From an optimization exercise on the open Yosys and OpenROAD flow, aimed at small area and a short achievable clock period; shortcuts taken in it are not production practice. No activity file was given, so power comes from the tool's default toggle rates.

==> flow/design.v <==
`timescale 1ns / 1ps
module mcu_single_cycle(clk, nClear, instr_in, pc_out, write_back_data);
	input clk, nClear;
	input [15:0] instr_in;
	output [15:0] pc_out;
	output [15:0] write_back_data;
	wire [3:0] op = instr_in[15:12];
	wire [3:0] fa = instr_in[11:8];
	wire [3:0] fb = instr_in[7:4];
	wire [3:0] fc = instr_in[3:0];
	wire [15:0] imm = {{12{fc[3]}}, fc};
	wire is_and  = (op == 4'h0);
	wire is_or   = (op == 4'h1);
	wire is_add  = (op == 4'h2);
	wire is_addi = (op == 4'h3);
	wire is_sub  = (op == 4'h6);
	wire is_slt  = (op == 4'h7);
	wire is_lw   = (op == 4'h8);
	wire is_sw   = (op == 4'hA);
	wire is_bne  = (op == 4'hE);
	wire is_jmp  = (op == 4'hF);
	wire reg_write = is_and | is_or | is_add | is_addi | is_sub | is_slt | is_lw;
	wire [3:0] dst = (is_addi | is_lw) ? fb : fc;
	reg [15:0] rf [0:15];
	reg [15:0] valid;
	wire [15:0] sel_a = valid & (16'd1 << fa);
	wire [15:0] sel_b = valid & (16'd1 << fb);
	reg [15:0] ra, rb;
	integer i;
	always @(*) begin
		ra = 16'd0;
		rb = 16'd0;
		for (i = 0; i < 16; i = i + 1) begin
			ra = ra | ({16{sel_a[i]}} & rf[i]);
			rb = rb | ({16{sel_b[i]}} & rf[i]);
		end
	end
	reg [15:0] dm [0:15];
	reg [15:0] sel_m;
	reg [3:0] t;
	integer j;
	reg [3:0] m_lo;
	reg [3:0] m_hi0, m_hi1;
	reg [1:0] d;
	always @(*) begin
		for (j = 0; j < 4; j = j + 1) begin
			d = j[1:0] - fc[1:0];
			m_lo[j] = (ra[1:0] == d);
			d = j[1:0] - fc[3:2];
			m_hi0[j] = (ra[3:2] == d);
			d = j[1:0] - fc[3:2] - 2'd1;
			m_hi1[j] = (ra[3:2] == d);
		end
		for (j = 0; j < 16; j = j + 1)
			sel_m[j] = m_lo[j % 4] & ((j % 4 < fc[1:0]) ? m_hi1[j / 4] : m_hi0[j / 4]);
	end
	reg [15:0] mdata;
	always @(*) begin
		mdata = 16'd0;
		for (j = 0; j < 16; j = j + 1)
			mdata = mdata | ({16{sel_m[j]}} & dm[j]);
	end
	wire sub = is_sub | is_slt;
	wire [15:0] opb = is_addi ? imm : (sub ? ~rb : rb);
	wire [15:0] sum = ra + opb + {15'd0, sub};
	wire [15:0] wb = ({16{is_lw}} & mdata)
	               | ({16{is_and}} & (ra & rb))
	               | ({16{is_or}} & (ra | rb))
	               | ({16{is_slt}} & {15'd0, sum[15]})
	               | ({16{is_add | is_addi | is_sub}} & sum);
	assign write_back_data = wb;
	reg [15:0] pc;
	assign pc_out = pc;
	wire taken = is_bne & (ra != rb);
	wire [4:0] k = taken ? ({fc[3], fc} + 5'd1) : 5'd1;
	wire [5:0] lo = {1'b0, pc[4:0]} + {1'b0, k};
	wire up = lo[5] & ~k[4];
	wire down = ~lo[5] & k[4];
	reg [10:0] ones, zeros;
	integer h;
	always @(*) begin
		ones[0] = 1'b1;
		zeros[0] = 1'b1;
		for (h = 1; h < 11; h = h + 1) begin
			ones[h] = ones[h-1] & pc[4+h];
			zeros[h] = zeros[h-1] & ~pc[4+h];
		end
	end
	wire [10:0] hi = pc[15:5] ^ (({11{up}} & ones) | ({11{down}} & zeros));
	wire [15:0] pc_add = {hi, lo[4:0]};
	wire [15:0] pc_next = is_jmp ? {pc_add[15:12], instr_in[11:0]} : pc_add;
	always @(posedge clk or negedge nClear)
		if (!nClear) pc <= 16'd0;
		else pc <= pc_next;
	always @(posedge clk or negedge nClear)
		if (!nClear) valid <= 16'd0;
		else if (reg_write) valid[dst] <= 1'b1;
	always @(posedge clk)
		if (reg_write) rf[dst] <= wb;
	integer w;
	always @(posedge clk)
		for (w = 0; w < 16; w = w + 1)
			if (is_sw & sel_m[w]) dm[w] <= rb;
endmodule
export LEC_CHECK = 0
export CAP_MARGIN = 20
export CORE_MARGIN = 2
export CORE_UTILIZATION = 70
export PLACE_DENSITY = 0.8
export SETUP_SLACK_MARGIN = 5
export SLEW_MARGIN = 20
export TNS_END_PERCENT = 0
create_clock -name core_clock -period 16.0 [get_ports {clk}]
standard.sh (not shown) runs the stock make flow with config.mk's settings and CLKGATE_MAP_FILE= SYNTH_SCRIPT=/design/flow/synth_recipe.tcl, a recipe that flattens the netlist after the stock synthesis.
==> flow/flow/run.sh <==
#!/bin/bash
# The standard layout (standard.sh), with these changes:
# - clock tree: small clock buffers, no dummy clock loads
# - port buffers: a plain buffer cell, which the repair steps can resize
# Everything make prints goes to flow.log; ORFS keeps each step's own log under orfs/logs.
here=$PWD
bash standard.sh \
  "CTS_ARGS=-sink_clustering_enable -repair_clock_nets -dont_use_dummy_load -sink_clustering_size 18 -sink_clustering_max_diameter 60 -buf_list {sky130_fd_sc_hd__clkbuf_4 sky130_fd_sc_hd__clkbuf_8}" \
  "BUFFER_PORTS_ARGS=-buffer_cell sky130_fd_sc_hd__buf_2" \
  finish > flow.log 2>&1
==> next run, changes <==
--- a/flow/design.v
+++ b/flow/design.v
@@ -38,32 +38,23 @@
 	reg [15:0] dm [0:15];
 	reg [15:0] sel_m;
 	reg [3:0] t;
 	integer j;
-	reg [3:0] m_lo;
-	reg [3:0] m_hi0, m_hi1;
-	reg [1:0] d;
-	always @(*) begin
-		for (j = 0; j < 4; j = j + 1) begin
-			d = j[1:0] - fc[1:0];
-			m_lo[j] = (ra[1:0] == d);
-			d = j[1:0] - fc[3:2];
-			m_hi0[j] = (ra[3:2] == d);
-			d = j[1:0] - fc[3:2] - 2'd1;
-			m_hi1[j] = (ra[3:2] == d);
+	always @(*)
+		for (j = 0; j < 16; j = j + 1) begin
+			t = j[3:0] - fc;
+			sel_m[j] = (ra[3:0] == t);
 		end
-		for (j = 0; j < 16; j = j + 1)
-			sel_m[j] = m_lo[j % 4] & ((j % 4 < fc[1:0]) ? m_hi1[j / 4] : m_hi0[j / 4]);
-	end
 	reg [15:0] mdata;
 	always @(*) begin
 		mdata = 16'd0;
 		for (j = 0; j < 16; j = j + 1)
 			mdata = mdata | ({16{sel_m[j]}} & dm[j]);
 	end
 	wire sub = is_sub | is_slt;
-	wire [15:0] opb = is_addi ? imm : (sub ? ~rb : rb);
-	wire [15:0] sum = ra + opb + {15'd0, sub};
+	wire [15:0] add_res = ra + (is_addi ? imm : rb);
+	wire [15:0] sub_res = ra - rb;
+	wire [15:0] sum = sub ? sub_res : add_res;
 	wire [15:0] wb = ({16{is_lw}} & mdata)
 	               | ({16{is_and}} & (ra & rb))
 	               | ({16{is_or}} & (ra | rb))
 	               | ({16{is_slt}} & {15'd0, sum[15]})
@@ -73,21 +64,11 @@
 	assign pc_out = pc;
 	wire taken = is_bne & (ra != rb);
 	wire [4:0] k = taken ? ({fc[3], fc} + 5'd1) : 5'd1;
 	wire [5:0] lo = {1'b0, pc[4:0]} + {1'b0, k};
-	wire up = lo[5] & ~k[4];
-	wire down = ~lo[5] & k[4];
-	reg [10:0] ones, zeros;
-	integer h;
-	always @(*) begin
-		ones[0] = 1'b1;
-		zeros[0] = 1'b1;
-		for (h = 1; h < 11; h = h + 1) begin
-			ones[h] = ones[h-1] & pc[4+h];
-			zeros[h] = zeros[h-1] & ~pc[4+h];
-		end
-	end
-	wire [10:0] hi = pc[15:5] ^ (({11{up}} & ones) | ({11{down}} & zeros));
+	wire [10:0] hi_inc = pc[15:5] + 11'd1;
+	wire [10:0] hi_dec = pc[15:5] - 11'd1;
+	wire [10:0] hi = (lo[5] & ~k[4]) ? hi_inc : ((~lo[5] & k[4]) ? hi_dec : pc[15:5]);
 	wire [15:0] pc_add = {hi, lo[4:0]};
 	wire [15:0] pc_next = is_jmp ? {pc_add[15:12], instr_in[11:0]} : pc_add;
 	always @(posedge clk or negedge nClear)
 		if (!nClear) pc <= 16'd0;
Outcome: Setup slack gets better by 0.10 ns. Sequential share of layout area decreases by 1.1 points. Final cell count increases by 4.3%. Combinational power increases by about 20%. Clock skew increases by 0.028 ns. Synthesized area increases by 1.9%. Fmax increases by 0.91%. Via count increases by 3.0%. Clock power increases by about 1%. Design area increases by 1.9%. Clock-buffer cell count increases by 1. Wire length increases by 2.0%.
No functional check of the RTL was part of any run of this note.

-- afterwards: timing with drivers on the ports --
In the flow no input, the clock included, has a driving cell. The finished layouts below were timed again as built, in two steps. Step 1 sets driving cells, clkbuf_16 on the clock port and buf_2 on the other inputs (assumed; they add their load-dependent delay and slew). Step 2 also shifts input and output timing later by t, the mid clock arrival at the registers, as if the neighbouring blocks saw the same clock. a / b / c = no drivers / after step 1 / after step 2; a / b = the first two.
run	shift t [ns]	setup WS [ns]	latest minus earliest clock arrival (ns)
the first run	0.667	4.929 / 4.903 / 4.903	0.072 / 0.072
the second run	0.677	5.029 / 5.005 / 5.005	0.099 / 0.100
After both steps every run listed still meets setup and hold. For the first run, which loses most, drivers alone change the setup slack by -0.026 ns; drivers and shift together by -0.026 ns.
